From an optimization exercise on the open Yosys and OpenROAD flow, aimed at small area; shortcuts taken in it are not production practice. Only simulation tests tie the RTL to the original design; equivalence was not proved. No run shown here takes its clock network from TritonCTS; it comes from the design's own scripts or RTL. The clock input has no modelled driver; a real chip could not lean on it and would need a root buffer or a full tree. Power is estimated from default activity; no workload was simulated.

$ cat design/flow/flow/clock_buffers.tcl
# Replace the clock tree made by CTS with a few buffers of one type, each driving the
# registers nearest to it (k-means on register positions), all driven by the clock port.
proc pc2_rebuild {nbuf bufname} {
  set block [ord::get_db_block]
  set db [ord::get_db]
  set clk [$block findNet i_clk]
  # delete the CTS buffers (every clkbuf whose input is on the clock tree)
  set todo [list $clk]
  set regs {}
  set others {}
  set dead {}
  while {[llength $todo]} {
    set net [lindex $todo 0]; set todo [lrange $todo 1 end]
    foreach it [$net getITerms] {
      if {[$it isOutputSignal]} continue
      set inst [$it getInst]
      set m [[$inst getMaster] getName]
      if {[string match "sky130_fd_sc_hd__clkbuf_*" $m] && [[$it getMTerm] getName] eq "A"} {
        set out [[$inst findITerm X] getNet]
        lappend todo $out
        lappend dead [list $inst $out]
      } elseif {[string match "sky130_fd_sc_hd__df*" $m]} {
        lappend regs $it
      } else {
        lappend others $inst
      }
    }
  }
  # CTS dummy loads (cells on the clock tree that are neither buffers nor registers and drive nothing)
  foreach inst [lsort -unique $others] {
    set drives 0
    foreach it [$inst getITerms] {
      if {[$it isOutputSignal] && [$it getNet] ne "NULL" && [$it getNet] ne ""} { incr drives }
    }
    if {$drives == 0} {
      puts "post_cts2: removing clock dummy load [$inst getName] ([[$inst getMaster] getName])"
      odb::dbInst_destroy $inst
    } else {
      error "post_cts2: [$inst getName] on the clock tree is neither a buffer nor a register"
    }
  }
  foreach d $dead {
    lassign $d inst out
    foreach it [$out getITerms] { if {[$it getInst] ne $inst} { $it disconnect } }
    odb::dbInst_destroy $inst
    odb::dbNet_destroy $out
  }
  # k-means of register clock pins
  set pts {}
  foreach it $regs { lassign [[$it getInst] getLocation] x y; lappend pts [list $x $y $it] }
  set n [llength $pts]
  set cs {}
  for {set k 0} {$k < $nbuf} {incr k} { set p [lindex $pts [expr {($k * $n) / $nbuf}]]; lappend cs [list [lindex $p 0] [lindex $p 1]] }
  for {set iter 0} {$iter < 30} {incr iter} {
    set cap [expr {($n + $nbuf - 1) / $nbuf}]
    set pairs {}
    set i 0
    foreach p $pts {
      for {set k 0} {$k < $nbuf} {incr k} {
        lassign [lindex $cs $k] cx cy
        lappend pairs [list [expr {pow([lindex $p 0]-$cx,2)+pow([lindex $p 1]-$cy,2)}] $i $k]
      }
      incr i
    }
    set pairs [lsort -real -index 0 $pairs]
    set asg [lrepeat $n -1]
    set cnt [lrepeat $nbuf 0]
    foreach pr $pairs {
      lassign $pr d i k
      if {[lindex $asg $i] >= 0 || [lindex $cnt $k] >= $cap} continue
      lset asg $i $k; lset cnt $k [expr {[lindex $cnt $k]+1}]
    }
    set new {}
    for {set k 0} {$k < $nbuf} {incr k} {
      set sx 0; set sy 0; set c 0
      foreach p $pts a $asg { if {$a == $k} { set sx [expr {$sx+[lindex $p 0]}]; set sy [expr {$sy+[lindex $p 1]}]; incr c } }
      if {$c} { lappend new [list [expr {$sx/$c}] [expr {$sy/$c}]] } else { lappend new [lindex $cs $k] }
    }
    set cs $new
  }
  set master [$db findMaster $bufname]
  for {set k 0} {$k < $nbuf} {incr k} {
    set inst [odb::dbInst_create $block $master "clkbuf_rebuilt_$k"]
    set net [odb::dbNet_create $block "clknet_rebuilt_$k"]
    $net setSigType CLOCK
    lassign [lindex $cs $k] cx cy
    $inst setLocation [expr {int($cx)}] [expr {int($cy)}]
    $inst setPlacementStatus PLACED
    [$inst findITerm A] connect $clk
    [$inst findITerm X] connect $net
    set c 0
    foreach p $pts a $asg { if {$a == $k} { [lindex $p 2] connect $net; incr c } }
    puts "post_cts2: buffer $k ($bufname) drives $c registers"
  }
  detailed_placement
  check_placement -verbose
}
pc2_rebuild $::env(PC2_NBUF) $::env(PC2_BUF)
$ cat design/flow/flow/run.sh
#!/bin/bash
# The standard ORFS layout (standard.sh) with three changes:
#  - before floorplanning, every logic cell is set to the smallest drive of its own
#    family (flow/downsize.tcl); the resizer later upsizes any cell that needs it;
#  - the port buffers use the smallest buffer cell;
#  - after clock tree synthesis its buffers are replaced by three clkbuf_4, each driving
#    an equal share of the registers nearest to it, all fed by the clock port
#    (flow/clock_buffers.tcl; CTS dummy loads are removed), then the placement is
#    legalised again.
set -euo pipefail
cd "$(dirname "$0")/.."
W="$PWD"
export PC2_NBUF=3 PC2_BUF=sky130_fd_sc_hd__clkbuf_4
bash standard.sh "BUFFER_PORTS_ARGS=-buffer_cell sky130_fd_sc_hd__buf_1" \
  "PRE_FLOORPLAN_TCL=$W/flow/downsize.tcl" "POST_CTS_TCL=$W/flow/clock_buffers.tcl" \
  finish > "$W/standard_flow.log" 2>&1
$ cat design/flow/constraint.sdc
create_clock -name core_clock -period 100.0 [get_ports {i_clk}]
set_input_delay 20.0000 -clock core_clock [delete_from_list [all_inputs] [get_ports {i_clk}]]
set_output_delay 20.0000 -clock core_clock [all_outputs]
set_load 0.01 [all_outputs]
$ cat design/flow/standard.sh
#!/bin/bash
# synth_recipe.tcl (not shown) runs the flow's synth.tcl, then flattens the netlist and writes it again
# the make line also repeats each setting of config.mk as NAME=value (left out here)
make -C /OpenROAD-flow-scripts/flow DESIGN_CONFIG=/design/flow/config.mk WORK_HOME=/design/flow/orfs CLKGATE_MAP_FILE= SYNTH_SCRIPT=/design/flow/synth_recipe.tcl "${@:-finish}"
$ cat design/flow/flow/downsize.tcl
# Replace every cell by the smallest-area cell of its own family (same name but the drive suffix).
proc ds_downsize {} {
  set n 0; set saved 0.0
  foreach inst [get_cells *] {
    set lc [get_lib_cells -of_objects $inst]
    set name [get_name $lc]
    if {![regexp {^(sky130_fd_sc_hd__[a-z0-9]+)_([0-9]+)$} $name -> base drv]} continue
    if {[regexp {__(df|sdf|edf|sedf|dl)} $base] || [string match "*clkbuf*" $base] || [string match "*clkinv*" $base] || [string match "*tap*" $base] || [string match "*fill*" $base] || [string match "*decap*" $base] || [string match "*conb*" $base]} continue
    set best $name; set barea [get_property $lc area]
    foreach c [get_lib_cells ${base}_*] {
      set cn [get_name $c]
      if {![regexp "^${base}_\[0-9\]+\$" $cn]} continue
      if {[get_property $c dont_use]} continue
      set a [get_property $c area]
      if {$a < $barea - 1e-6} { set best $cn; set barea $a }
    }
    if {$best ne $name} {
      set saved [expr {$saved + [get_property $lc area] - $barea}]
      replace_cell $inst [get_lib_cells $best]
      incr n
    }
  }
  puts "downsize: replaced $n cells, saved $saved um2"
}

ds_downsize
$ cat design/flow/design.v
`timescale 1ns / 1ps
module TOP_Final(
    input i_clk,
    input i_reset,
    output [3:0] o_digit,
    output [7:0] o_font
    );
    reg       b0, b2;
    reg [1:0] s;
    reg       x0, x2, x4;
    reg [3:0] d0;
    reg       b1, x1, x3;
    reg       d1_1, d2_0, d2_1, d3_1, d3_2, f;
    reg       d1_0, d1_2, d1_3, d2_2, d2_3, d3_0, d3_3;
    wire n__000_, n__001_, n__002_, n__003_, n__004_, n__005_, n__006_, n__007_, n__008_, n__009_, n__010_, n__011_, n__012_, n__013_, n__014_, n__015_, n__016_, n__017_, n__018_, n__019_, n__020_, n__021_, n__022_, n__023_, n__024_, n__025_, n__026_, n__027_, n__028_, n__029_, n__030_, n__031_, n__032_, n__033_, n__034_, n__035_, n__036_, n__037_, n__038_, n__039_, n__040_, n__041_, n__042_, n__043_, n__044_, n__045_, n__046_, n__047_, n__048_, n__049_, n__050_, n__051_, n__052_, n__053_, n__054_, n__055_, n__056_, n__057_, n__058_, n__059_, n__060_, n__061_, n__062_, n__063_, n__064_, n__065_, n__066_, n__067_, n__068_, n__069_, n__070_, n__071_, n__072_, n__073_, n__074_, n__075_, n__076_, n__077_, n__078_, n_f_n, n_fx;
    always @(posedge i_clk or posedge i_reset) begin
        if (i_reset) begin
            b0 <= 1'b0;
            b2 <= 1'b0;
            s[0] <= 1'b0;
            s[1] <= 1'b0;
            x0 <= 1'b0;
            x2 <= 1'b1;
            x4 <= 1'b1;
            d0[0] <= 1'b0;
            d0[1] <= 1'b0;
            d0[2] <= 1'b0;
            d0[3] <= 1'b0;
        end else begin
            b0 <= n__016_;
            b2 <= b1;
            s[0] <= n__014_;
            s[1] <= n__013_;
            x0 <= n_fx;
            x2 <= x1;
            x4 <= x3;
            d0[0] <= n__011_;
            d0[1] <= n__010_;
            d0[2] <= n__008_;
            d0[3] <= n__017_;
        end
    end
    always @(posedge i_clk) begin
        b1 <= b0;
        x1 <= x0;
        x3 <= x2;
        d1_1 <= n__009_;
        d2_0 <= n__012_;
        d2_1 <= n__015_;
        d3_1 <= n__019_;
        d3_2 <= n__018_;
        f <= n_f_n;
        d1_0 <= n__000_;
        d1_2 <= n__001_;
        d1_3 <= n__002_;
        d2_2 <= n__003_;
        d2_3 <= n__004_;
        d3_0 <= n__005_;
        d3_3 <= n__006_;
    end
    g_clkinv c1 (.A(s[0]), .Y(n__049_));
    g_clkinv c2 (.A(d0[3]), .Y(n__050_));
    g_clkinv c3 (.A(i_reset), .Y(n__007_));
    g_clkinv c4 (.A(f), .Y(n__051_));
    g_or2 c5 (.A(s[0]), .B(s[1]), .X(o_digit[0]));
    g_nand2 c6 (.A(s[0]), .B(s[1]), .Y(o_digit[3]));
    g_o22ai c7 (.A1(d0[1]), .A2(o_digit[0]), .B1(o_digit[3]), .B2(d3_1), .Y(n__052_));
    g_nand2b c8 (.A_N(s[1]), .B(s[0]), .Y(o_digit[1]));
    g_nand2 c9 (.A(n__049_), .B(s[1]), .Y(o_digit[2]));
    g_o22ai c10 (.A1(d1_1), .A2(o_digit[1]), .B1(o_digit[2]), .B2(d2_1), .Y(n__053_));
    g_nor2 c11 (.A(n__052_), .B(n__053_), .Y(n__054_));
    g_o22ai c12 (.A1(d3_0), .A2(o_digit[3]), .B1(o_digit[2]), .B2(d2_0), .Y(n__055_));
    g_o22ai c13 (.A1(d0[0]), .A2(o_digit[0]), .B1(o_digit[1]), .B2(d1_0), .Y(n__056_));
    g_nor2 c14 (.A(n__055_), .B(n__056_), .Y(n__057_));
    g_nand2 c15 (.A(n__054_), .B(n__057_), .Y(n__058_));
    g_nor2 c16 (.A(n__054_), .B(n__057_), .Y(n__059_));
    g_o22ai c17 (.A1(d3_2), .A2(o_digit[3]), .B1(o_digit[2]), .B2(d2_2), .Y(n__060_));
    g_o22ai c18 (.A1(d0[2]), .A2(o_digit[0]), .B1(o_digit[1]), .B2(d1_2), .Y(n__061_));
    g_nor2 c19 (.A(n__060_), .B(n__061_), .Y(n__062_));
    g_nand2 c20 (.A(n__058_), .B(n__062_), .Y(n__063_));
    g_nor2 c21 (.A(n__059_), .B(n__063_), .Y(o_font[1]));
    g_o22ai c22 (.A1(d0[3]), .A2(o_digit[0]), .B1(o_digit[2]), .B2(d2_3), .Y(n__064_));
    g_o22ai c23 (.A1(d3_3), .A2(o_digit[3]), .B1(o_digit[1]), .B2(d1_3), .Y(n__065_));
    g_nor2 c24 (.A(n__064_), .B(n__065_), .Y(n__066_));
    g_nand3 c25 (.A(n__054_), .B(n__057_), .C(n__062_), .Y(n__067_));
    g_nand2 c26 (.A(n__059_), .B(n__062_), .Y(n__068_));
    g_o22ai c27 (.A1(n__060_), .A2(n__061_), .B1(n__064_), .B2(n__065_), .Y(n__069_));
    g_nor2 c28 (.A(n__054_), .B(n__069_), .Y(n__070_));
    g_nand2 c29 (.A(n__057_), .B(n__070_), .Y(n__071_));
    g_o21ai c30 (.A1(n__055_), .A2(n__056_), .B1(n__068_), .Y(o_font[4]));
    g_nand2 c31 (.A(n__068_), .B(n__071_), .Y(o_font[0]));
    g_a31oi c32 (.A1(n__067_), .A2(n__068_), .A3(n__071_), .B1(n__066_), .Y(o_font[3]));
    g_nand2 c33 (.A(x2), .B(x3), .Y(n__072_));
    g_nor2b c34 (.A(b1), .B_N(b0), .Y(n__073_));
    g_nand2 c35 (.A(b2), .B(n__073_), .Y(n__074_));
    g_nor2 c36 (.A(n__072_), .B(n__074_), .Y(n__075_));
    g_and3 c37 (.A(d0[0]), .B(x1), .C(n__075_), .X(n__076_));
    g_nand2 c38 (.A(d0[1]), .B(n__076_), .Y(n__077_));
    g_nand3 c39 (.A(d2_0), .B(d2_1), .C(d1_3), .Y(n__078_));
    g_nand3 c40 (.A(d3_1), .B(d3_2), .C(f), .Y(n__020_));
    g_nor2 c41 (.A(n__078_), .B(n__020_), .Y(n__021_));
    g_o31ai c42 (.A1(n__077_), .A2(n__078_), .A3(n__020_), .B1(n__007_), .Y(n__022_));
    g_and3 c43 (.A(d0[3]), .B(d1_0), .C(n__076_), .X(n__023_));
    g_and3 c44 (.A(d2_0), .B(d1_3), .C(n__023_), .X(n__024_));
    g_and3 c45 (.A(d3_0), .B(d2_3), .C(n__024_), .X(n__025_));
    g_nand3 c46 (.A(d3_3), .B(n__007_), .C(n__025_), .Y(n__026_));
    g_o21ai c47 (.A1(n__051_), .A2(n__022_), .B1(n__026_), .Y(n_f_n));
    g_a21oi c48 (.A1(d3_1), .A2(n__025_), .B1(d3_2), .Y(n__027_));
    g_nand3 c49 (.A(d3_1), .B(d3_2), .C(n__025_), .Y(n__028_));
    g_nor3b c50 (.A(n__022_), .B(n__027_), .C_N(n__028_), .Y(n__018_));
    g_xnor2 c51 (.A(d3_1), .B(n__025_), .Y(n__029_));
    g_nor3 c52 (.A(d3_3), .B(n__022_), .C(n__029_), .Y(n__019_));
    g_xnor2 c53 (.A(d2_1), .B(n__024_), .Y(n__030_));
    g_nor3 c54 (.A(d2_3), .B(n__022_), .C(n__030_), .Y(n__015_));
    g_a21oi c55 (.A1(d1_3), .A2(n__023_), .B1(d2_0), .Y(n__031_));
    g_nor3 c56 (.A(n__022_), .B(n__024_), .C(n__031_), .Y(n__012_));
    g_o21ai c57 (.A1(d1_1), .A2(n__023_), .B1(n__007_), .Y(n__032_));
    g_a211oi c58 (.A1(d1_1), .A2(n__023_), .B1(n__032_), .C1(d1_3), .Y(n__009_));
    g_nor2 c59 (.A(n__077_), .B(n__021_), .Y(n__033_));
    g_nand2 c60 (.A(d0[2]), .B(n__033_), .Y(n__034_));
    g_o21ai c61 (.A1(n__050_), .A2(n__076_), .B1(n__034_), .Y(n__017_));
    g_xor2 c62 (.A(d0[2]), .B(n__033_), .X(n__008_));
    g_o21ai c63 (.A1(d0[1]), .A2(n__076_), .B1(n__050_), .Y(n__035_));
    g_a21oi c64 (.A1(d0[1]), .A2(n__076_), .B1(n__035_), .Y(n__010_));
    g_a21oi c65 (.A1(x2), .A2(x3), .B1(x1), .Y(n__036_));
    g_o21ai c66 (.A1(x2), .A2(x3), .B1(n__036_), .Y(n__037_));
    g_xnor2 c67 (.A(x4), .B(n__037_), .Y(n_fx));
    g_o21ai c68 (.A1(n__049_), .A2(n__074_), .B1(s[1]), .Y(n__038_));
    g_o21ai c69 (.A1(o_digit[1]), .A2(n__074_), .B1(n__038_), .Y(n__013_));
    g_xnor2 c70 (.A(b2), .B(n__073_), .Y(n__016_));
    g_o21ai c71 (.A1(n__054_), .A2(n__069_), .B1(n__067_), .Y(o_font[6]));
    g_o21ai c72 (.A1(n__059_), .A2(n__069_), .B1(n__058_), .Y(o_font[5]));
    g_a21oi c73 (.A1(x1), .A2(n__075_), .B1(d0[0]), .Y(n__039_));
    g_nor2 c74 (.A(n__076_), .B(n__039_), .Y(n__011_));
    g_xnor2 c75 (.A(s[0]), .B(n__074_), .Y(n__014_));
    g_a21oi c76 (.A1(d0[3]), .A2(n__076_), .B1(d1_0), .Y(n__040_));
    g_nor3 c77 (.A(i_reset), .B(n__023_), .C(n__040_), .Y(n__000_));
    g_and3 c78 (.A(d1_1), .B(d1_2), .C(n__023_), .X(n__041_));
    g_a21oi c79 (.A1(d1_1), .A2(n__023_), .B1(d1_2), .Y(n__042_));
    g_nor3 c80 (.A(i_reset), .B(n__041_), .C(n__042_), .Y(n__001_));
    g_nor2 c81 (.A(n__022_), .B(n__023_), .Y(n__043_));
    g_a22o c82 (.A1(n__007_), .A2(n__041_), .B1(n__043_), .B2(d1_3), .X(n__002_));
    g_and3 c83 (.A(d2_1), .B(d2_2), .C(n__024_), .X(n__044_));
    g_a21oi c84 (.A1(d2_1), .A2(n__024_), .B1(d2_2), .Y(n__045_));
    g_nor3 c85 (.A(i_reset), .B(n__044_), .C(n__045_), .Y(n__003_));
    g_nor2b c86 (.A(n__024_), .B_N(d2_3), .Y(n__046_));
    g_o21a c87 (.A1(n__044_), .A2(n__046_), .B1(n__007_), .X(n__004_));
    g_a21oi c88 (.A1(d2_3), .A2(n__024_), .B1(d3_0), .Y(n__047_));
    g_nor3 c89 (.A(i_reset), .B(n__025_), .C(n__047_), .Y(n__005_));
    g_nand2b c90 (.A_N(n__025_), .B(d3_3), .Y(n__048_));
    g_a21oi c91 (.A1(n__028_), .A2(n__048_), .B1(i_reset), .Y(n__006_));
    g_nor2b c92 (.A(n__057_), .B_N(o_font[5]), .Y(o_font[2]));
    assign o_font[7] = 1'h1;
endmodule
module g_a211oi(input A1, input A2, input B1, input C1, output Y); assign Y = (~A1&~B1&~C1) | (~A2&~B1&~C1); endmodule
module g_a21oi(input A1, input A2, input B1, output Y); assign Y = (~A1&~B1) | (~A2&~B1); endmodule
module g_a22o(input A1, input A2, input B1, input B2, output X); assign X = (B1&B2) | (A1&A2); endmodule
module g_a31oi(input A1, input A2, input A3, input B1, output Y); assign Y = (~A1&~B1) | (~A2&~B1) | (~A3&~B1); endmodule
module g_and3(input A, input B, input C, output X); assign X = (A&B&C); endmodule
module g_clkinv(input A, output Y); assign Y = (~A); endmodule
module g_nand2(input A, input B, output Y); assign Y = (~A) | (~B); endmodule
module g_nand2b(input A_N, input B, output Y); assign Y = (A_N) | (~B); endmodule
module g_nand3(input A, input B, input C, output Y); assign Y = (~A) | (~B) | (~C); endmodule
module g_nor2(input A, input B, output Y); assign Y = (~A&~B); endmodule
module g_nor2b(input A, input B_N, output Y); assign Y = (~A&B_N); endmodule
module g_nor3(input A, input B, input C, output Y); assign Y = (~A&~B&~C); endmodule
module g_nor3b(input A, input B, input C_N, output Y); assign Y = (~A&~B&C_N); endmodule
module g_o21a(input A1, input A2, input B1, output X); assign X = (A1&B1) | (A2&B1); endmodule
module g_o21ai(input A1, input A2, input B1, output Y); assign Y = (~A1&~A2) | (~B1); endmodule
module g_o22ai(input A1, input A2, input B1, input B2, output Y); assign Y = (~B1&~B2) | (~A1&~A2); endmodule
module g_o31ai(input A1, input A2, input A3, input B1, output Y); assign Y = (~A1&~A2&~A3) | (~B1); endmodule
module g_or2(input A, input B, output X); assign X = (A) | (B); endmodule
module g_xnor2(input A, input B, output Y); assign Y = (~A&~B) | (A&B); endmodule
module g_xor2(input A, input B, output X); assign X = (A&~B) | (~A&B); endmodule
$ cat design/flow/config.mk
export PLATFORM = sky130hd
export DESIGN_NAME = TOP_Final
export DESIGN_NICKNAME = TOP_Final
export VERILOG_FILES = /design/flow/design.v
export SDC_FILE = /design/flow/constraint.sdc
export NUM_CORES = 4
export LEC_CHECK = 0
export CAP_MARGIN = 20
export CORE_MARGIN = 2
export CORE_UTILIZATION = 30
export CTS_BUF_LIST = sky130_fd_sc_hd__clkbuf_8
export SLEW_MARGIN = 20
export SYNTH_HIERARCHICAL = 1
export SYNTH_MINIMUM_KEEP_SIZE = 0
==> results.ini, run 1 <==
[run_status]
outcome = timing/DRC/antenna clean

[setup_path]
startpoint = s[1]
r2r_setup_slack_ns = 97.36
cp_max_fo = 5
cp_data_required_time_ns = 80.00
crit_arrival_ns = 1.87
critPathCapture = o_font[3]
worst_r2r_startpoint = b0
rr_worst_depth = 9
critical_path_class = flop to output pin
critPathCaptureType = output pin
cp-start-kind = flop
r2r_end = d3_2

[sta]
min_period_ns = 21.87
maxSlewHeadroom_pct = 46.7
tightestPinTransition_ns = 0.792
post-route-period-util_pct = 21.9
holdWs_ns = 0.339
skew_ns = 0.00933
fin_setup_tns_ns = 0
setup_viol = 0
maxSlewViolCount = 0
rsz0062_at_grt = false
max_freq_mhz = 45.7
hold_viol = 0

[global_routing]
grt_pass1_vias = 911
grt_pass1_wl_um = 3830
antenna_found_initial = 0
grt_max_degree = 12
grt-ovfl-total = 0
grt_use_total_pct = 11.6

[detailed_routing]
drtIter0Drc = 60
vias_per_cell = 5.14
routed_wl_um = 2210
dr_total_vias = 936
route.detailed.drc = 0
drtAntennaViolNets = 0
drt-pass1-iter-count = 4
routedWlPerCell_um = 12.1

[layout]
finalNonFillerCells = 182
multiInputGateArea_um2 = 479
mostFrequentLayoutCells = dfxtp_1 (16), nor2_1 (12), buf_1 (12)
n_antenna_cell = 0
final_common_cell = dfxtp_1
drive_gt1_share_pct = 3.68
seq_area_um2 = 598
fillers = 365
largest_reg_flops = 4
nets = 140
largestRegisters = d0 (4), s (2)
largest-register = d0

[power]
max-vdd-ir-drop_v = 0.00000879
p_per_area_mw_per_mm2 = 12.4
p_switching_uw = 2.89
seq_power_share_pct = 71.3
total_power_uw = 15.2
p_int_uw = 12.3
switching_share_pct = 19.0
p_leak_nw = 0.479
combPwrFrac_pct = 1.6
clock_power_share_pct = 27.1

[synthesis]
syn_nets = 124
synthCells = 122
yosysWarnings = 7

[cts]
cts.clk_slew.worst_paths_ns = 0.10
insertion_delay_ns = 0.16
cts.sinks = 27

[die]
die_y_um = 64.5
pin_count = 14
core_mm2 = 0.00342
die-area_mm2 = 0.00417
initial_core_util_pct = 32.2
die_w_um = 64.5
rows = 21

[hold_path]
min_path_type = flop to flop

[placed_design]
dpl.hpwl_um = 1660
io_buffers = 12
place_inst = 179
gp_congestion = 0.849

[job]
drv_cap = 0

## per-layer routing
metal  vias to the layer above  global-route usage (%)  routed length [µm]
met1                       440                    14.5                1020
met2                        25                    19.0                1030
met4                         0                    4.79                  67
met5                         -                       0                   0
met3                        10                    3.13                  87
li1                        461                       -                   -
## critical path, stage by stage (launching register included)
cell	delay (ns)
dfrtp_1	0.42
or2_1	0.30
o22ai_1	0.19
nor2_1	0.13
nor2_1	0.21
nand2_1	0.12
a31oi_1	0.17
buf_1	0.17
## stage by stage
stage | cell area, µm² | setup WS (ns) | utilization, %
after floorplan | 1100 | 78.45 | -
after global placement | 1200 | 78.42 | 35.1
after detailed placement | 1200 | 78.33 | 35.1
after global routing | 1220 | 78.01 | 35.8
final | 1220 | 78.13 | 35.8
## power groups by stage
stage	logic (mW)	clock network [mW]	registers, mW
6_report	0.000245	0.00411	0.0108
2_1_floorplan	0.000162	0	0.0110
3_5_place_dp	0.000247	0	0.0110
3_3_place_gp	0.000252	0	0.0110
5_1_grt	0.000272	0.00463	0.0108
## worst min-delay path by stage
stage	depth (start not counted)	from	to
3_5_place_dp	0	x1	x2
6_report	0	x3	x4
3_3_place_gp	0	x3	x4
5_1_grt	0	x3	x4
2_1_floorplan	0	x1	x2
## cell type report
type | instances | share of cell area [%]
multi-input combinational | 89 | 39.2
buffer | 3 | 1.84
sequential | 27 | 49.0
tap | 46 | 4.71
inverter | 5 | 1.54
timing repair buffer | 12 | 3.69
==> run 2: changes to the inputs <==
==> design/flow/design.v (replaced) <==
`timescale 1ns / 1ps
module TOP_Final(
    input i_clk,
    input i_reset,
    output [3:0] o_digit,
    output [7:0] o_font
    );
    reg       b0, b2;
    reg [1:0] s;
    reg       x0, x2, x4;
    reg [3:0] d0;
    reg       b1, x1, x3;
    reg       d1_1, d2_0, d2_1, d3_1, d3_2, f;
    reg       d1_0, d1_2, d1_3, d2_2, d2_3, d3_0, d3_3;
    wire n__000_, n__001_, n__002_, n__003_, n__004_, n__005_, n__006_, n__007_, n__008_, n__009_, n__010_, n__011_, n__012_, n__013_, n__014_, n__015_, n__016_, n__017_, n__018_, n__019_, n__020_, n__021_, n__022_, n__023_, n__024_, n__025_, n__026_, n__027_, n__028_, n__029_, n__030_, n__031_, n__032_, n__033_, n__034_, n__035_, n__036_, n__037_, n__038_, n__039_, n__040_, n__041_, n__042_, n__043_, n__044_, n__045_, n__046_, n__047_, n__048_, n__049_, n__050_, n__051_, n__052_, n__053_, n__054_, n__055_, n__056_, n__057_, n__058_, n__059_, n__060_, n__061_, n__062_, n__063_, n__064_, n__065_, n__066_, n__067_, n__068_, n__069_, n__070_, n__071_, n__072_, n__073_, n__074_, n__075_, n__076_, n__077_, n_f_n, n_fx;
    always @(posedge i_clk or posedge i_reset) begin
        if (i_reset) begin
            b0 <= 1'b0;
            b2 <= 1'b0;
            s[0] <= 1'b0;
            s[1] <= 1'b0;
            x0 <= 1'b0;
            x2 <= 1'b0;
            x4 <= 1'b0;
            d0[0] <= 1'b0;
            d0[1] <= 1'b0;
            d0[2] <= 1'b0;
            d0[3] <= 1'b0;
        end else begin
            b0 <= n__015_;
            b2 <= b1;
            s[0] <= n__014_;
            s[1] <= n__013_;
            x0 <= n_fx;
            x2 <= x1;
            x4 <= x3;
            d0[0] <= n__010_;
            d0[1] <= n__009_;
            d0[2] <= n__008_;
            d0[3] <= n__018_;
        end
    end
    always @(posedge i_clk) begin
        b1 <= b0;
        x1 <= x0;
        x3 <= x2;
        d1_1 <= n__012_;
        d2_0 <= n__011_;
        d2_1 <= n__016_;
        d3_1 <= n__019_;
        d3_2 <= n__017_;
        f <= n_f_n;
        d1_0 <= n__000_;
        d1_2 <= n__001_;
        d1_3 <= n__002_;
        d2_2 <= n__003_;
        d2_3 <= n__004_;
        d3_0 <= n__005_;
        d3_3 <= n__006_;
    end
    g_clkinv c1 (.A(d0[3]), .Y(n__049_));
    g_clkinv c2 (.A(i_reset), .Y(n__007_));
    g_clkinv c3 (.A(f), .Y(n__050_));
    g_clkinv c4 (.A(b1), .Y(n__051_));
    g_or2 c5 (.A(s[0]), .B(s[1]), .X(o_digit[0]));
    g_nand2 c6 (.A(s[0]), .B(s[1]), .Y(o_digit[3]));
    g_clkinv c7 (.A(o_digit[3]), .Y(n__052_));
    g_o22ai c8 (.A1(d0[0]), .A2(o_digit[0]), .B1(o_digit[3]), .B2(d3_0), .Y(n__053_));
    g_nand2b c9 (.A_N(s[0]), .B(s[1]), .Y(o_digit[2]));
    g_nand2b c10 (.A_N(s[1]), .B(s[0]), .Y(o_digit[1]));
    g_o22ai c11 (.A1(d2_0), .A2(o_digit[2]), .B1(o_digit[1]), .B2(d1_0), .Y(n__054_));
    g_nor2 c12 (.A(n__053_), .B(n__054_), .Y(n__055_));
    g_o22ai c13 (.A1(d0[1]), .A2(o_digit[0]), .B1(o_digit[2]), .B2(d2_1), .Y(n__056_));
    g_o22ai c14 (.A1(d3_1), .A2(o_digit[3]), .B1(o_digit[1]), .B2(d1_1), .Y(n__057_));
    g_nor2 c15 (.A(n__056_), .B(n__057_), .Y(n__058_));
    g_clkinv c16 (.A(n__058_), .Y(n__059_));
    g_o21ai c17 (.A1(n__053_), .A2(n__054_), .B1(n__059_), .Y(n__060_));
    g_o22ai c18 (.A1(d3_2), .A2(o_digit[3]), .B1(o_digit[1]), .B2(d1_2), .Y(n__061_));
    g_o22ai c19 (.A1(d0[2]), .A2(o_digit[0]), .B1(o_digit[2]), .B2(d2_2), .Y(n__062_));
    g_nor2 c20 (.A(n__061_), .B(n__062_), .Y(n__063_));
    g_nand2 c21 (.A(n__055_), .B(n__058_), .Y(n__064_));
    g_and3 c22 (.A(n__060_), .B(n__063_), .C(n__064_), .X(o_font[1]));
    g_o22ai c23 (.A1(d2_3), .A2(o_digit[2]), .B1(o_digit[1]), .B2(d1_3), .Y(n__065_));
    g_o22ai c24 (.A1(d0[3]), .A2(o_digit[0]), .B1(o_digit[3]), .B2(d3_3), .Y(n__066_));
    g_nor2 c25 (.A(n__065_), .B(n__066_), .Y(n__067_));
    g_a21o c26 (.A1(n__059_), .A2(n__063_), .B1(n__055_), .X(o_font[4]));
    g_o21ai c27 (.A1(n__063_), .A2(n__067_), .B1(n__064_), .Y(n__068_));
    g_o21a c28 (.A1(n__059_), .A2(n__063_), .B1(n__068_), .X(o_font[6]));
    g_o31ai c29 (.A1(n__053_), .A2(n__054_), .A3(o_font[6]), .B1(o_font[4]), .Y(n__069_));
    g_nor2 c30 (.A(n__067_), .B(n__069_), .Y(o_font[3]));
    g_nor4b c31 (.A(x3), .B(x1), .C(x0), .D_N(x4), .Y(n__070_));
    g_and3 c32 (.A(n__051_), .B(b0), .C(b2), .X(n__071_));
    g_and3 c33 (.A(d0[0]), .B(n__070_), .C(n__071_), .X(n__072_));
    g_nand2 c34 (.A(d0[1]), .B(n__072_), .Y(n__073_));
    g_nand2 c35 (.A(d2_0), .B(d1_3), .Y(n__074_));
    g_nand4 c36 (.A(d2_1), .B(d3_1), .C(d3_2), .D(f), .Y(n__075_));
    g_nor2 c37 (.A(n__074_), .B(n__075_), .Y(n__076_));
    g_o31ai c38 (.A1(n__073_), .A2(n__074_), .A3(n__075_), .B1(n__007_), .Y(n__077_));
    g_and3 c39 (.A(d1_0), .B(d0[3]), .C(n__072_), .X(n__020_));
    g_nor2b c40 (.A(n__074_), .B_N(n__020_), .Y(n__021_));
    g_and3 c41 (.A(d3_0), .B(d2_3), .C(n__021_), .X(n__022_));
    g_nand3 c42 (.A(d3_3), .B(n__007_), .C(n__022_), .Y(n__023_));
    g_o21ai c43 (.A1(n__050_), .A2(n__077_), .B1(n__023_), .Y(n_f_n));
    g_a21oi c44 (.A1(d3_1), .A2(n__022_), .B1(d3_2), .Y(n__024_));
    g_nand3 c45 (.A(d3_1), .B(d3_2), .C(n__022_), .Y(n__025_));
    g_nor3b c46 (.A(n__077_), .B(n__024_), .C_N(n__025_), .Y(n__017_));
    g_xnor2 c47 (.A(d3_1), .B(n__022_), .Y(n__026_));
    g_nor3 c48 (.A(d3_3), .B(n__077_), .C(n__026_), .Y(n__019_));
    g_and2 c49 (.A(d2_1), .B(n__021_), .X(n__027_));
    g_nor2 c50 (.A(d2_1), .B(n__021_), .Y(n__028_));
    g_nor4 c51 (.A(d2_3), .B(n__077_), .C(n__027_), .D(n__028_), .Y(n__016_));
    g_a21oi c52 (.A1(d1_3), .A2(n__020_), .B1(d2_0), .Y(n__029_));
    g_nor3 c53 (.A(n__077_), .B(n__021_), .C(n__029_), .Y(n__011_));
    g_and2 c54 (.A(d1_1), .B(n__020_), .X(n__030_));
    g_o21ai c55 (.A1(d1_1), .A2(n__020_), .B1(n__007_), .Y(n__031_));
    g_nor3 c56 (.A(d1_3), .B(n__030_), .C(n__031_), .Y(n__012_));
    g_nor2 c57 (.A(n__073_), .B(n__076_), .Y(n__032_));
    g_nand2 c58 (.A(d0[2]), .B(n__032_), .Y(n__033_));
    g_o21ai c59 (.A1(n__049_), .A2(n__072_), .B1(n__033_), .Y(n__018_));
    g_xor2 c60 (.A(d0[2]), .B(n__032_), .X(n__008_));
    g_o21ai c61 (.A1(d0[1]), .A2(n__072_), .B1(n__049_), .Y(n__034_));
    g_a21oi c62 (.A1(d0[1]), .A2(n__072_), .B1(n__034_), .Y(n__009_));
    g_a21oi c63 (.A1(s[0]), .A2(n__071_), .B1(s[1]), .Y(n__035_));
    g_a21oi c64 (.A1(n__052_), .A2(n__071_), .B1(n__035_), .Y(n__013_));
    g_a21oi c65 (.A1(n__051_), .A2(b0), .B1(b2), .Y(n__036_));
    g_or2 c66 (.A(n__071_), .B(n__036_), .X(n__015_));
    g_and2 c67 (.A(n__060_), .B(n__068_), .X(o_font[5]));
    g_a21oi c68 (.A1(n__070_), .A2(n__071_), .B1(d0[0]), .Y(n__037_));
    g_nor2 c69 (.A(n__072_), .B(n__037_), .Y(n__010_));
    g_o211ai c70 (.A1(x3), .A2(x0), .B1(x2), .C1(x4), .Y(n__038_));
    g_o21ai c71 (.A1(x4), .A2(x2), .B1(n__038_), .Y(n_fx));
    g_xor2 c72 (.A(s[0]), .B(n__071_), .X(n__014_));
    g_a21oi c73 (.A1(d0[3]), .A2(n__072_), .B1(d1_0), .Y(n__039_));
    g_nor3 c74 (.A(i_reset), .B(n__020_), .C(n__039_), .Y(n__000_));
    g_nand2 c75 (.A(d1_2), .B(n__030_), .Y(n__040_));
    g_o21ai c76 (.A1(d1_2), .A2(n__030_), .B1(n__007_), .Y(n__041_));
    g_a21oi c77 (.A1(d1_2), .A2(n__030_), .B1(n__041_), .Y(n__001_));
    g_nor2 c78 (.A(n__077_), .B(n__020_), .Y(n__042_));
    g_nand2 c79 (.A(d1_3), .B(n__042_), .Y(n__043_));
    g_o21ai c80 (.A1(i_reset), .A2(n__040_), .B1(n__043_), .Y(n__002_));
    g_o21ai c81 (.A1(d2_2), .A2(n__027_), .B1(n__007_), .Y(n__044_));
    g_a21oi c82 (.A1(d2_2), .A2(n__027_), .B1(n__044_), .Y(n__003_));
    g_nor2 c83 (.A(n__058_), .B(n__069_), .Y(o_font[0]));
    g_nor2b c84 (.A(n__021_), .B_N(d2_3), .Y(n__045_));
    g_a21oi c85 (.A1(d2_2), .A2(n__027_), .B1(n__045_), .Y(n__046_));
    g_nor2 c86 (.A(i_reset), .B(n__046_), .Y(n__004_));
    g_a21oi c87 (.A1(d2_3), .A2(n__021_), .B1(d3_0), .Y(n__047_));
    g_nor3 c88 (.A(i_reset), .B(n__022_), .C(n__047_), .Y(n__005_));
    g_nand2b c89 (.A_N(n__022_), .B(d3_3), .Y(n__048_));
    g_a21oi c90 (.A1(n__025_), .A2(n__048_), .B1(i_reset), .Y(n__006_));
    g_nor4 c91 (.A(n__055_), .B(n__059_), .C(n__063_), .D(n__067_), .Y(o_font[2]));
    assign o_font[7] = 1'h1;
endmodule
module g_a21o(input A1, input A2, input B1, output X); assign X = (A1&A2) | (B1); endmodule
module g_a21oi(input A1, input A2, input B1, output Y); assign Y = (~A1&~B1) | (~A2&~B1); endmodule
module g_and2(input A, input B, output X); assign X = (A&B); endmodule
module g_and3(input A, input B, input C, output X); assign X = (A&B&C); endmodule
module g_clkinv(input A, output Y); assign Y = (~A); endmodule
module g_nand2(input A, input B, output Y); assign Y = (~A) | (~B); endmodule
module g_nand2b(input A_N, input B, output Y); assign Y = (A_N) | (~B); endmodule
module g_nand3(input A, input B, input C, output Y); assign Y = (~A) | (~B) | (~C); endmodule
module g_nand4(input A, input B, input C, input D, output Y); assign Y = (~A) | (~B) | (~C) | (~D); endmodule
module g_nor2(input A, input B, output Y); assign Y = (~A&~B); endmodule
module g_nor2b(input A, input B_N, output Y); assign Y = (~A&B_N); endmodule
module g_nor3(input A, input B, input C, output Y); assign Y = (~A&~B&~C); endmodule
module g_nor3b(input A, input B, input C_N, output Y); assign Y = (~A&~B&C_N); endmodule
module g_nor4(input A, input B, input C, input D, output Y); assign Y = (~A&~B&~C&~D); endmodule
module g_nor4b(input A, input B, input C, input D_N, output Y); assign Y = (~A&~B&~C&D_N); endmodule
module g_o211ai(input A1, input A2, input B1, input C1, output Y); assign Y = (~A1&~A2) | (~B1) | (~C1); endmodule
module g_o21a(input A1, input A2, input B1, output X); assign X = (A1&B1) | (A2&B1); endmodule
module g_o21ai(input A1, input A2, input B1, output Y); assign Y = (~A1&~A2) | (~B1); endmodule
module g_o22ai(input A1, input A2, input B1, input B2, output Y); assign Y = (~B1&~B2) | (~A1&~A2); endmodule
module g_o31ai(input A1, input A2, input A3, input B1, output Y); assign Y = (~A1&~A2&~A3) | (~B1); endmodule
module g_or2(input A, input B, output X); assign X = (A) | (B); endmodule
module g_xnor2(input A, input B, output Y); assign Y = (~A&~B) | (A&B); endmodule
module g_xor2(input A, input B, output X); assign X = (A&~B) | (~A&B); endmodule
==> run 2 against run 1 <==
  * Core utilization decreased by 0.18 points
  * Setup slack got worse by 0.24 ns
  * Critical path type unchanged
  * Cell area is 0.51% lower
  * Fmax decreased by 1.1%
  * Worst hold slack better by 0.014 ns
==> results.ini, run 2 <==
[global_routing]
grt-ovfl-total = 0  ; unchanged
antenna_found_initial = 0  ; unchanged
grt_use_total_pct = 12.4  ; +0.80 points
grt_pass1_wl_um = 4140  ; +8.1%
grt_pass1_vias = 938  ; +3.0%
grt_max_degree = 12  ; unchanged

[power]
total_power_uw = 15.0  ; -1.2%
max-vdd-ir-drop_v = 0.00000732  ; -17%
p_per_area_mw_per_mm2 = 12.3  ; -0.65%
p_leak_nw = 0.508  ; +6.1%

[die]
initial_core_util_pct = 32.0  ; -0.18 points
rows = 21  ; unchanged
die-area_mm2 = 0.00414  ; -0.53%
pin_count = 14  ; unchanged
die_y_um = 64.4  ; -0.26%
die_w_um = 64.4  ; -0.26%
core_mm2 = 0.00342  ; unchanged

[setup_path]
critical_path_class = flop to output pin
cp-start-kind = flop
r2r_setup_slack_ns = 97.46  ; +0.10 ns
worst_r2r_startpoint = x0
critPathCaptureType = output pin
rr_worst_depth = 7  ; -2
r2r_end = d3_2
cp_data_required_time_ns = 80.00  ; about the same
crit_arrival_ns = 2.11  ; +0.24 ns
cp_max_fo = 6  ; +1

[layout]
mostFrequentLayoutCells = dfxtp_1 (16), a21oi_1 (13), nor2_1 (12), buf_1 (12), dfrtp_1 (11)
drive_gt1_share_pct = 2.22  ; -1.5 points
n_antenna_cell = 0  ; unchanged
largest-register = d0
nets = 139  ; -0.71%
finalNonFillerCells = 181  ; -0.55%
final_common_cell = dfxtp_1
largest_reg_flops = 4  ; unchanged
largestRegisters = d0 (4), s (2)

[sta]
skew_ns = 0.00968  ; +0.000349 ns
post-route-period-util_pct = 22.1  ; +0.24 points
tightestPinTransition_ns = 0.738  ; -0.0549 ns
setup_viol = 0  ; unchanged
rsz0062_at_grt = false
min_period_ns = 22.11  ; +0.243 ns
maxSlewViolCount = 0  ; unchanged
setup_slack_ns = 77.89  ; -0.243 ns
maxSlewHeadroom_pct = 50.4  ; +3.7 points
max_freq_mhz = 45.2  ; -1.1%
fin_setup_tns_ns = 0  ; unchanged
hold_viol = 0  ; unchanged

[detailed_routing]
route.detailed.drc = 0  ; unchanged
routedWlPerCell_um = 12.3  ; +1.7%
drtAntennaViolNets = 0  ; unchanged
drt-pass1-iter-count = 5  ; +1
routed_wl_um = 2230  ; +1.1%
vias_per_cell = 5.04  ; -2.0%
dr_total_vias = 912  ; -2.6%
drtIter0Drc = 89  ; +48%

[hold_path]
min_path_type = flop to flop
worstHoldEndpoint = b2
min_path_cells = 0  ; unchanged
worst_hold_startpoint = b1

[placed_design]
pre_cts_slack_ns = 78.12  ; -0.208 ns
place_inst = 178  ; -0.56%
gp_congestion = 0.766  ; -9.8%
dpl.hpwl_um = 1720  ; +3.6%
io_buffers = 12  ; unchanged

[job]
drv_cap = 0  ; unchanged

[cts]
cts.clk_slew.worst_paths_ns = 0.08  ; -0.02 ns
cts.sinks = 27  ; unchanged
insertion_delay_ns = 0.16  ; about the same

[run_status]
outcome = timing/DRC/antenna clean

[synthesis]
syn_nets = 123  ; -0.81%
synthCells = 121  ; -0.82%
yosysWarnings = 7  ; unchanged

-- run 2: final cells by class --
| type | count | area (µm²) |
|---|---|---|
| multi-input combinational | 86 | 468 |
| timing repair buffer | 12 | 45.0 |
| sequential | 27 | 596 |
| tap | 46 | 57.6 |
| fill | 356 | 2200 |
| inverter | 7 | 26.3 |
| buffer | 3 | 22.5 |
-- run 2: worst max-delay path by stage --
stage,slack (ns),start,end
5_1_grt,77.71,s[0],o_font[0]
3_3_place_gp,78.29,s[0],o_font[0]
6_report,77.89,s[0],o_font[3]
3_5_place_dp,78.12,s[0],o_font[3]
2_1_floorplan,78.34,s[0],o_font[0]
-- run 2: per-stage QoR --
step	cell area, µm²	utilization [%]	hold slack (ns)
after detailed placement	1190	34.9	0.345
after global placement	1190	34.9	0.337
final	1210	35.6	0.354
after floorplan	1090	-	0.332
after global routing	1210	35.6	0.370
-- run 2: routing by layer --
metal / wire length (µm) / share of wire (%) / up-vias / global-route usage, %
li1: - / - / 460 / -
met1: 965 / 43 / 425 / 14.4
met2: 1140 / 51 / 21 / 22.5
met3: 94 / 4.2 / 6 / 3.17
met4: 33 / 1.5 / 0 / 3.19
met5: 0 / 0 / - / 0
-- run 2: power breakdown --
group | switching, mW | internal, mW | total, mW | leakage, nW
Sequential | 0.00000000000000000526 | 0.0108 | 0.0108 | 0.269
Combinational | 0.000215 | 0.0000296 | 0.000245 | 0.225
Clock | 0.00250 | 0.00144 | 0.00394 | 0.0138
-- run 2: critical path: stages (launching register included) --
cell and delay [ns]:
dfrtp_1 0.44, or2_1 0.29, o22ai_1 0.26, nor2_1 0.12
nand2_1 0.11, o21ai_1 0.08, o21a_1 0.13, o31ai_1 0.28
nor2_1 0.11, buf_1 0.14
==> run 3: changes to the inputs <==
==> design/flow/design.v (replaced) <==
`timescale 1ns / 1ps
module TOP_Final(
    input i_clk,
    input i_reset,
    output [3:0] o_digit,
    output [7:0] o_font
    );
    reg       b0, b2;
    reg [1:0] s;
    reg       x0, x2, x4;
    reg [3:0] d0;
    reg       b1, x1, x3;
    reg       d1_1, d2_0, d2_1, d3_1, d3_2, f;
    reg       d1_0, d1_2, d1_3, d2_2, d2_3, d3_0, d3_3;
    wire n__000_, n__001_, n__002_, n__003_, n__004_, n__005_, n__006_, n__007_, n__008_, n__009_, n__010_, n__011_, n__012_, n__013_, n__014_, n__015_, n__016_, n__017_, n__018_, n__019_, n__020_, n__021_, n__022_, n__023_, n__024_, n__025_, n__026_, n__027_, n__028_, n__029_, n__030_, n__031_, n__032_, n__033_, n__034_, n__035_, n__036_, n__037_, n__038_, n__039_, n__040_, n__041_, n__042_, n__043_, n__044_, n__045_, n__046_, n__047_, n__048_, n__049_, n__050_, n__051_, n__052_, n__053_, n__054_, n__055_, n__056_, n__057_, n__058_, n_n__000_, n_n__001_, n_n__002_, n_n__003_, n_n__004_, n_n__005_, n_n__006_, n_n__008_, n_n__009_, n_n__010_, n_n__011_, n_n__012_, n_n__013_, n_n__014_, n_n__015_, n_n__016_, n_n__017_, n_n__018_, n_n__019_, n_n_f_n, n_n_fx;
    always @(posedge i_clk or posedge i_reset) begin
        if (i_reset) begin
            b0 <= 1'b0;
            b2 <= 1'b0;
            s[0] <= 1'b0;
            s[1] <= 1'b0;
            x0 <= 1'b0;
            x2 <= 1'b0;
            x4 <= 1'b0;
            d0[0] <= 1'b0;
            d0[1] <= 1'b0;
            d0[2] <= 1'b0;
            d0[3] <= 1'b0;
        end else begin
            b0 <= n_n__015_;
            b2 <= b1;
            s[0] <= n_n__014_;
            s[1] <= n_n__013_;
            x0 <= n_n_fx;
            x2 <= x1;
            x4 <= x3;
            d0[0] <= n_n__010_;
            d0[1] <= n_n__009_;
            d0[2] <= n_n__008_;
            d0[3] <= n_n__018_;
        end
    end
    always @(posedge i_clk) begin
        b1 <= b0;
        x1 <= x0;
        x3 <= x2;
        d1_1 <= n_n__012_;
        d2_0 <= n_n__011_;
        d2_1 <= n_n__016_;
        d3_1 <= n_n__019_;
        d3_2 <= n_n__017_;
        f <= n_n_f_n;
        d1_0 <= n_n__000_;
        d1_2 <= n_n__001_;
        d1_3 <= n_n__002_;
        d2_2 <= n_n__003_;
        d2_3 <= n_n__004_;
        d3_0 <= n_n__005_;
        d3_3 <= n_n__006_;
    end
    g_nor2 c1 (.A(i_reset), .B(n__017_), .Y(n_n__003_));
    g_a32o c2 (.A1(d3_3), .A2(n__000_), .A3(n__012_), .B1(n__005_), .B2(f), .X(n_n_f_n));
    g_a21oi c3 (.A1(d2_3), .A2(n__007_), .B1(d3_0), .Y(n__018_));
    g_nor3 c4 (.A(i_reset), .B(n__012_), .C(n__018_), .Y(n_n__005_));
    g_nor2 c5 (.A(n__052_), .B(n__009_), .Y(o_font[3]));
    g_nor3 c6 (.A(n__048_), .B(n__049_), .C(n__055_), .Y(o_font[1]));
    g_nand2 c7 (.A(d1_3), .B(n__005_), .Y(n__019_));
    g_nand3 c8 (.A(d1_1), .B(d1_2), .C(n__003_), .Y(n__020_));
    g_o22ai c9 (.A1(n__003_), .A2(n__019_), .B1(n__020_), .B2(i_reset), .Y(n_n__002_));
    g_nand2 c10 (.A(s[0]), .B(n__033_), .Y(n__021_));
    g_xnor2 c11 (.A(s[1]), .B(n__021_), .Y(n_n__013_));
    g_a21o c12 (.A1(d1_1), .A2(n__003_), .B1(d1_2), .X(n__022_));
    g_and3 c13 (.A(n__000_), .B(n__020_), .C(n__022_), .X(n_n__001_));
    g_a21oi c14 (.A1(d0[3]), .A2(n__034_), .B1(d1_0), .Y(n__023_));
    g_nor3 c15 (.A(i_reset), .B(n__003_), .C(n__023_), .Y(n_n__000_));
    g_a21oi c16 (.A1(n__030_), .A2(b0), .B1(b2), .Y(n__024_));
    g_or2 c17 (.A(n__033_), .B(n__024_), .X(n_n__015_));
    g_xor2 c18 (.A(s[0]), .B(n__033_), .X(n_n__014_));
    g_o211ai c19 (.A1(x3), .A2(x0), .B1(x2), .C1(x4), .Y(n__025_));
    g_o21ai c20 (.A1(x4), .A2(x2), .B1(n__025_), .Y(n_n_fx));
    g_a21oi c21 (.A1(n__032_), .A2(n__033_), .B1(d0[0]), .Y(n__026_));
    g_nor2 c22 (.A(n__034_), .B(n__026_), .Y(n_n__010_));
    g_nand2b c23 (.A_N(n__007_), .B(d2_3), .Y(n__027_));
    g_a21oi c24 (.A1(n__016_), .A2(n__027_), .B1(i_reset), .Y(n_n__004_));
    g_nor2b c25 (.A(n__012_), .B_N(d3_3), .Y(n__028_));
    g_a21oi c26 (.A1(d3_2), .A2(n__013_), .B1(n__028_), .Y(n__029_));
    g_nor2 c27 (.A(i_reset), .B(n__029_), .Y(n_n__006_));
    g_clkinv c28 (.A(b1), .Y(n__030_));
    g_clkinv c29 (.A(d0[3]), .Y(n__031_));
    g_clkinv c30 (.A(i_reset), .Y(n__000_));
    g_nor4b c31 (.A(x3), .B(x1), .C(x0), .D_N(x4), .Y(n__032_));
    g_and3 c32 (.A(n__030_), .B(b0), .C(b2), .X(n__033_));
    g_and3 c33 (.A(d0[0]), .B(n__032_), .C(n__033_), .X(n__034_));
    g_nand2 c34 (.A(d0[1]), .B(n__034_), .Y(n__035_));
    g_o21ai c35 (.A1(d0[1]), .A2(n__034_), .B1(n__031_), .Y(n__036_));
    g_a21oi c36 (.A1(d0[1]), .A2(n__034_), .B1(n__036_), .Y(n_n__009_));
    g_nand2 c37 (.A(s[0]), .B(s[1]), .Y(o_digit[3]));
    g_or2 c38 (.A(s[0]), .B(s[1]), .X(o_digit[0]));
    g_nand2b c39 (.A_N(s[1]), .B(s[0]), .Y(o_digit[1]));
    g_nand2b c40 (.A_N(s[0]), .B(s[1]), .Y(o_digit[2]));
    g_nor2 c41 (.A(d0[0]), .B(o_digit[0]), .Y(n__037_));
    g_o22ai c42 (.A1(d1_0), .A2(o_digit[1]), .B1(o_digit[2]), .B2(d2_0), .Y(n__038_));
    g_nor2 c43 (.A(n__037_), .B(n__038_), .Y(n__039_));
    g_o21ai c44 (.A1(d3_0), .A2(o_digit[3]), .B1(n__039_), .Y(n__040_));
    g_clkinv c45 (.A(n__040_), .Y(n__041_));
    g_o22ai c46 (.A1(d3_1), .A2(o_digit[3]), .B1(o_digit[1]), .B2(d1_1), .Y(n__042_));
    g_o22ai c47 (.A1(d0[1]), .A2(o_digit[0]), .B1(o_digit[2]), .B2(d2_1), .Y(n__043_));
    g_nor2 c48 (.A(n__042_), .B(n__043_), .Y(n__044_));
    g_o22ai c49 (.A1(d0[2]), .A2(o_digit[0]), .B1(o_digit[2]), .B2(d2_2), .Y(n__045_));
    g_nor2 c50 (.A(d1_2), .B(o_digit[1]), .Y(n__046_));
    g_nor2 c51 (.A(n__045_), .B(n__046_), .Y(n__047_));
    g_o21ai c52 (.A1(d3_2), .A2(o_digit[3]), .B1(n__047_), .Y(n__048_));
    g_o21ai c53 (.A1(n__044_), .A2(n__048_), .B1(n__040_), .Y(o_font[4]));
    g_nor3 c54 (.A(n__040_), .B(n__042_), .C(n__043_), .Y(n__049_));
    g_o22ai c55 (.A1(d0[3]), .A2(o_digit[0]), .B1(o_digit[1]), .B2(d1_3), .Y(n__050_));
    g_o22ai c56 (.A1(d3_3), .A2(o_digit[3]), .B1(o_digit[2]), .B2(d2_3), .Y(n__051_));
    g_nor2 c57 (.A(n__050_), .B(n__051_), .Y(n__052_));
    g_clkinv c58 (.A(n__052_), .Y(n__053_));
    g_a21oi c59 (.A1(n__048_), .A2(n__053_), .B1(n__049_), .Y(n__054_));
    g_nor2 c60 (.A(n__041_), .B(n__044_), .Y(n__055_));
    g_nor2 c61 (.A(n__054_), .B(n__055_), .Y(o_font[5]));
    g_nor3 c62 (.A(o_font[4]), .B(n__054_), .C(n__055_), .Y(o_font[2]));
    g_nand2 c63 (.A(d2_0), .B(d2_1), .Y(n__056_));
    g_nand4 c64 (.A(d3_1), .B(d3_2), .C(d1_3), .D(f), .Y(n__057_));
    g_nor2 c65 (.A(n__056_), .B(n__057_), .Y(n__058_));
    g_nor2 c66 (.A(n__035_), .B(n__058_), .Y(n__001_));
    g_nand2 c67 (.A(d0[2]), .B(n__001_), .Y(n__002_));
    g_xor2 c68 (.A(d0[2]), .B(n__001_), .X(n_n__008_));
    g_o21ai c69 (.A1(n__031_), .A2(n__034_), .B1(n__002_), .Y(n_n__018_));
    g_and3 c70 (.A(d0[3]), .B(d1_0), .C(n__034_), .X(n__003_));
    g_o21ai c71 (.A1(d1_1), .A2(n__003_), .B1(n__000_), .Y(n__004_));
    g_a211oi c72 (.A1(d1_1), .A2(n__003_), .B1(n__004_), .C1(d1_3), .Y(n_n__012_));
    g_a31oi c73 (.A1(d0[1]), .A2(n__034_), .A3(n__058_), .B1(i_reset), .Y(n__005_));
    g_o31ai c74 (.A1(n__035_), .A2(n__056_), .A3(n__057_), .B1(n__000_), .Y(n__006_));
    g_and3 c75 (.A(d2_0), .B(d1_3), .C(n__003_), .X(n__007_));
    g_a21oi c76 (.A1(d1_3), .A2(n__003_), .B1(d2_0), .Y(n__008_));
    g_nor3 c77 (.A(n__006_), .B(n__007_), .C(n__008_), .Y(n_n__011_));
    g_a21oi c78 (.A1(n__044_), .A2(n__048_), .B1(n__054_), .Y(o_font[6]));
    g_o21ai c79 (.A1(n__040_), .A2(o_font[6]), .B1(o_font[4]), .Y(n__009_));
    g_nor2 c80 (.A(n__044_), .B(n__009_), .Y(o_font[0]));
    g_and2 c81 (.A(d2_1), .B(n__007_), .X(n__010_));
    g_nor2 c82 (.A(d2_1), .B(n__007_), .Y(n__011_));
    g_nor4 c83 (.A(d2_3), .B(n__006_), .C(n__010_), .D(n__011_), .Y(n_n__016_));
    g_and3 c84 (.A(d3_0), .B(d2_3), .C(n__007_), .X(n__012_));
    g_and2 c85 (.A(d3_1), .B(n__012_), .X(n__013_));
    g_o21ai c86 (.A1(d3_1), .A2(n__012_), .B1(n__005_), .Y(n__014_));
    g_nor3 c87 (.A(d3_3), .B(n__013_), .C(n__014_), .Y(n_n__019_));
    g_o21ai c88 (.A1(d3_2), .A2(n__013_), .B1(n__005_), .Y(n__015_));
    g_a21oi c89 (.A1(d3_2), .A2(n__013_), .B1(n__015_), .Y(n_n__017_));
    g_nand2 c90 (.A(d2_2), .B(n__010_), .Y(n__016_));
    g_xnor2 c91 (.A(d2_2), .B(n__010_), .Y(n__017_));
    assign o_font[7] = 1'h1;
endmodule
module g_a211oi(input A1, input A2, input B1, input C1, output Y); assign Y = (~A1&~B1&~C1) | (~A2&~B1&~C1); endmodule
module g_a21o(input A1, input A2, input B1, output X); assign X = (A1&A2) | (B1); endmodule
module g_a21oi(input A1, input A2, input B1, output Y); assign Y = (~A1&~B1) | (~A2&~B1); endmodule
module g_a31oi(input A1, input A2, input A3, input B1, output Y); assign Y = (~A1&~B1) | (~A2&~B1) | (~A3&~B1); endmodule
module g_a32o(input A1, input A2, input A3, input B1, input B2, output X); assign X = (A1&A2&A3) | (B1&B2); endmodule
module g_and2(input A, input B, output X); assign X = (A&B); endmodule
module g_and3(input A, input B, input C, output X); assign X = (A&B&C); endmodule
module g_clkinv(input A, output Y); assign Y = (~A); endmodule
module g_nand2(input A, input B, output Y); assign Y = (~A) | (~B); endmodule
module g_nand2b(input A_N, input B, output Y); assign Y = (A_N) | (~B); endmodule
module g_nand3(input A, input B, input C, output Y); assign Y = (~A) | (~B) | (~C); endmodule
module g_nand4(input A, input B, input C, input D, output Y); assign Y = (~A) | (~B) | (~C) | (~D); endmodule
module g_nor2(input A, input B, output Y); assign Y = (~A&~B); endmodule
module g_nor2b(input A, input B_N, output Y); assign Y = (~A&B_N); endmodule
module g_nor3(input A, input B, input C, output Y); assign Y = (~A&~B&~C); endmodule
module g_nor4(input A, input B, input C, input D, output Y); assign Y = (~A&~B&~C&~D); endmodule
module g_nor4b(input A, input B, input C, input D_N, output Y); assign Y = (~A&~B&~C&D_N); endmodule
module g_o211ai(input A1, input A2, input B1, input C1, output Y); assign Y = (~A1&~A2) | (~B1) | (~C1); endmodule
module g_o21ai(input A1, input A2, input B1, output Y); assign Y = (~A1&~A2) | (~B1); endmodule
module g_o22ai(input A1, input A2, input B1, input B2, output Y); assign Y = (~B1&~B2) | (~A1&~A2); endmodule
module g_o31ai(input A1, input A2, input A3, input B1, output Y); assign Y = (~A1&~A2&~A3) | (~B1); endmodule
module g_or2(input A, input B, output X); assign X = (A) | (B); endmodule
module g_xnor2(input A, input B, output Y); assign Y = (~A&~B) | (A&B); endmodule
module g_xor2(input A, input B, output X); assign X = (A&~B) | (~A&B); endmodule
==> run 3 against run 2 <==
  * Highest routed layer unchanged
  * Still clean
  * First-iteration DRC count decreased by 17%
  * Clock power increased by 3%
  * Cell count unchanged
  * Largest cell class unchanged
  * Core utilization decreased by 0.073 points
==> results.ini, run 3 <==
[cts]
insertion_delay_ns = 0.16  ; about the same
cts.sinks = 27  ; unchanged
cts.clk_slew.worst_paths_ns = 0.10  ; +0.02 ns

[power]
max-vdd-ir-drop_v = 0.00000724  ; -1.1%
p_switching_uw = 2.84  ; +4.4%
clock_power_share_pct = 26.9  ; +0.6 points
seq_power_share_pct = 71.5  ; -0.6 points
p_int_uw = 12.3  ; about the same
switching_share_pct = 18.8  ; +0.64 points
p_per_area_mw_per_mm2 = 12.5  ; +1.0%
combPwrFrac_pct = 1.6  ; about the same
p_leak_nw = 0.511  ; +0.54%

[setup_path]
r2r_end = d3_2
cp_max_fo = 5  ; -1
cp-start-kind = flop
path_cells = nand2b_1 -> o22ai_1 -> nor2_1 -> o21ai_1 -> nor3_1 -> a21oi_1 -> a21oi_1 -> o21ai_1 -> nor2_1 -> buf_1
critical_path_class = flop to output pin
crit_path_max_incr_delay_ns = 0.42  ; -0.02 ns
critPathCapture = o_font[0]
crit_cells = 10  ; +1
crit_family = simple AND/OR/NAND/NOR gates
critical-path-slowest-cell = dfrtp_1
startpoint = s[1]
rr_worst_depth = 8  ; +1
critPathCaptureType = output pin
cp_data_required_time_ns = 80.00  ; about the same
worst_r2r_startpoint = x0
r2r_setup_slack_ns = 97.45  ; about the same
crit_buf_inv = 1  ; unchanged
crit_arrival_ns = 2.20  ; +0.09 ns

[layout]
largestRegisters = d0 (4), s (2)
drive_gt1_share_pct = 2.22  ; unchanged
final_util_pct = 35.5  ; -0.073 points
mostFrequentLayoutCells = nor2_1 (16), dfxtp_1 (16), buf_1 (12)
largest-register = d0
nets = 139  ; unchanged
final_cell_area_mm2 = 0.00121  ; -0.21%
n_antenna_cell = 0  ; unchanged
finalNonFillerCells = 181  ; unchanged
largest_reg_flops = 4  ; unchanged

[sta]
max_freq_mhz = 45.1  ; -0.38%
post-route-period-util_pct = 22.2  ; +0.084 points
holdWs_ns = 0.347  ; -0.00687 ns
fin_setup_tns_ns = 0  ; unchanged
min_period_ns = 22.20  ; +0.0842 ns
skew_ns = 0.00768  ; -0.00200 ns
maxSlewViolCount = 0  ; unchanged
setup_viol = 0  ; unchanged
hold_viol = 0  ; unchanged
rsz0062_at_grt = false

[synthesis]
syn_nets = 123  ; unchanged
yosysWarnings = 7  ; unchanged
synthCells = 121  ; unchanged

[die]
die_y_um = 64.3  ; -0.11%
rows = 21  ; unchanged
initial_core_util_pct = 31.9  ; -0.073 points
die_w_um = 64.3  ; -0.11%
die-area_mm2 = 0.00414  ; -0.22%
core_mm2 = 0.00342  ; unchanged
pin_count = 14  ; unchanged

[detailed_routing]
routed_wl_um = 2270  ; +1.5%
route.detailed.drc = 0  ; unchanged
drtAntennaViolNets = 0  ; unchanged
routedWlPerCell_um = 12.5  ; +1.5%
drtIter0Drc = 74  ; -17%
vias_per_cell = 5.18  ; +2.9%
drt-pass1-iter-count = 4  ; -1
dr_total_vias = 938  ; +2.9%

[placed_design]
dpl-instance-area_mm2 = 0.00119  ; -0.21%
io_buffers = 12  ; unchanged
gp_congestion = 0.747  ; -2.5%
dpl.hpwl_um = 1710  ; -0.47%
place_inst = 178  ; unchanged

[global_routing]
grt_pass1_vias = 900  ; -4.1%
grt_use_total_pct = 11.8  ; -0.60 points
antenna_found_initial = 0  ; unchanged
grt-ovfl-total = 0  ; unchanged
grt_pass1_wl_um = 3930  ; -5.0%
grt_max_degree = 12  ; unchanged

[run_status]
outcome = timing/DRC/antenna clean

[hold_path]
min_path_type = flop to flop

[job]
drv_cap = 0  ; unchanged

## run 3: through the flow
stage,total power [mW],setup slack [ns]
after floorplan,0.0112,78.17
after global placement,0.0113,78.19
after detailed placement,0.0113,78.07
after global routing,0.0162,77.59
final,0.0151,77.80
## run 3: layer usage
metal | vias to the layer above | wire (µm) | part of all wire [%] | GRT usage [%]
met5 | - | 0 | 0 | 0
met1 | 438 | 996 | 44 | 14.4
met2 | 34 | 1100 | 48 | 21.0
met4 | 0 | 33 | 1.5 | 3.19
li1 | 461 | - | - | -
met3 | 5 | 140 | 6.2 | 2.46
## run 3: cell type report
type | count | area (µm²)
plain buffers | 3 | 22.5
flip-flops and latches | 27 | 596
fillers | 356 | 2200
repair buffers | 12 | 45.0
well taps | 46 | 57.6
inverters | 6 | 22.5
multi-input cells | 87 | 469
## run 3: worst min-delay path by stage
stage	cells past startpoint	startpoint	end	slack (ns)
floorplan	0	b1	b2	0.33
global placement	0	b1	b2	0.34
detailed placement	0	x1	x2	0.34
global route	0	x1	x2	0.36
finish	0	b1	b2	0.35
## run 3: power by group through the flow
stage	sequential [mW]	combinational, mW	clock, mW
5_1_grt	0.0108	0.000287	0.00507
6_report	0.0108	0.000247	0.00406
3_5_place_dp	0.0110	0.000253	0
2_1_floorplan	0.0110	0.000157	0
3_3_place_gp	0.0110	0.000247	0

-- what the ideal ports hide --
How much do the figures lean on ideal ports? The routed layouts below were timed once more, with nothing changed but the port constraints.
Step 1, drivers: a clkbuf_16 drives i_clk and a buf_2 each remaining input, both assumed.
Step 2 times the ports against the registers' clock, not the clock port: input delays grow and output delays shrink by t, the midpoint of the rising clock arrivals with the driver on.
Three values: ideal, step 1, step 2; two values: the first two.
run	t, ns	slack for setup (ns)	worst setup path at the end	slew at the worst register clock pin (ns)
run 1	0.188	78.130 / 78.097 / 78.284	register to output	0.10 / 0.10
run 2	0.183	77.887 / 77.855 / 78.038	register to output	0.09 / 0.09
run 3	0.189	77.803 / 77.770 / 77.959	register to output	0.10 / 0.10
After both steps setup and hold are still met in every run listed.
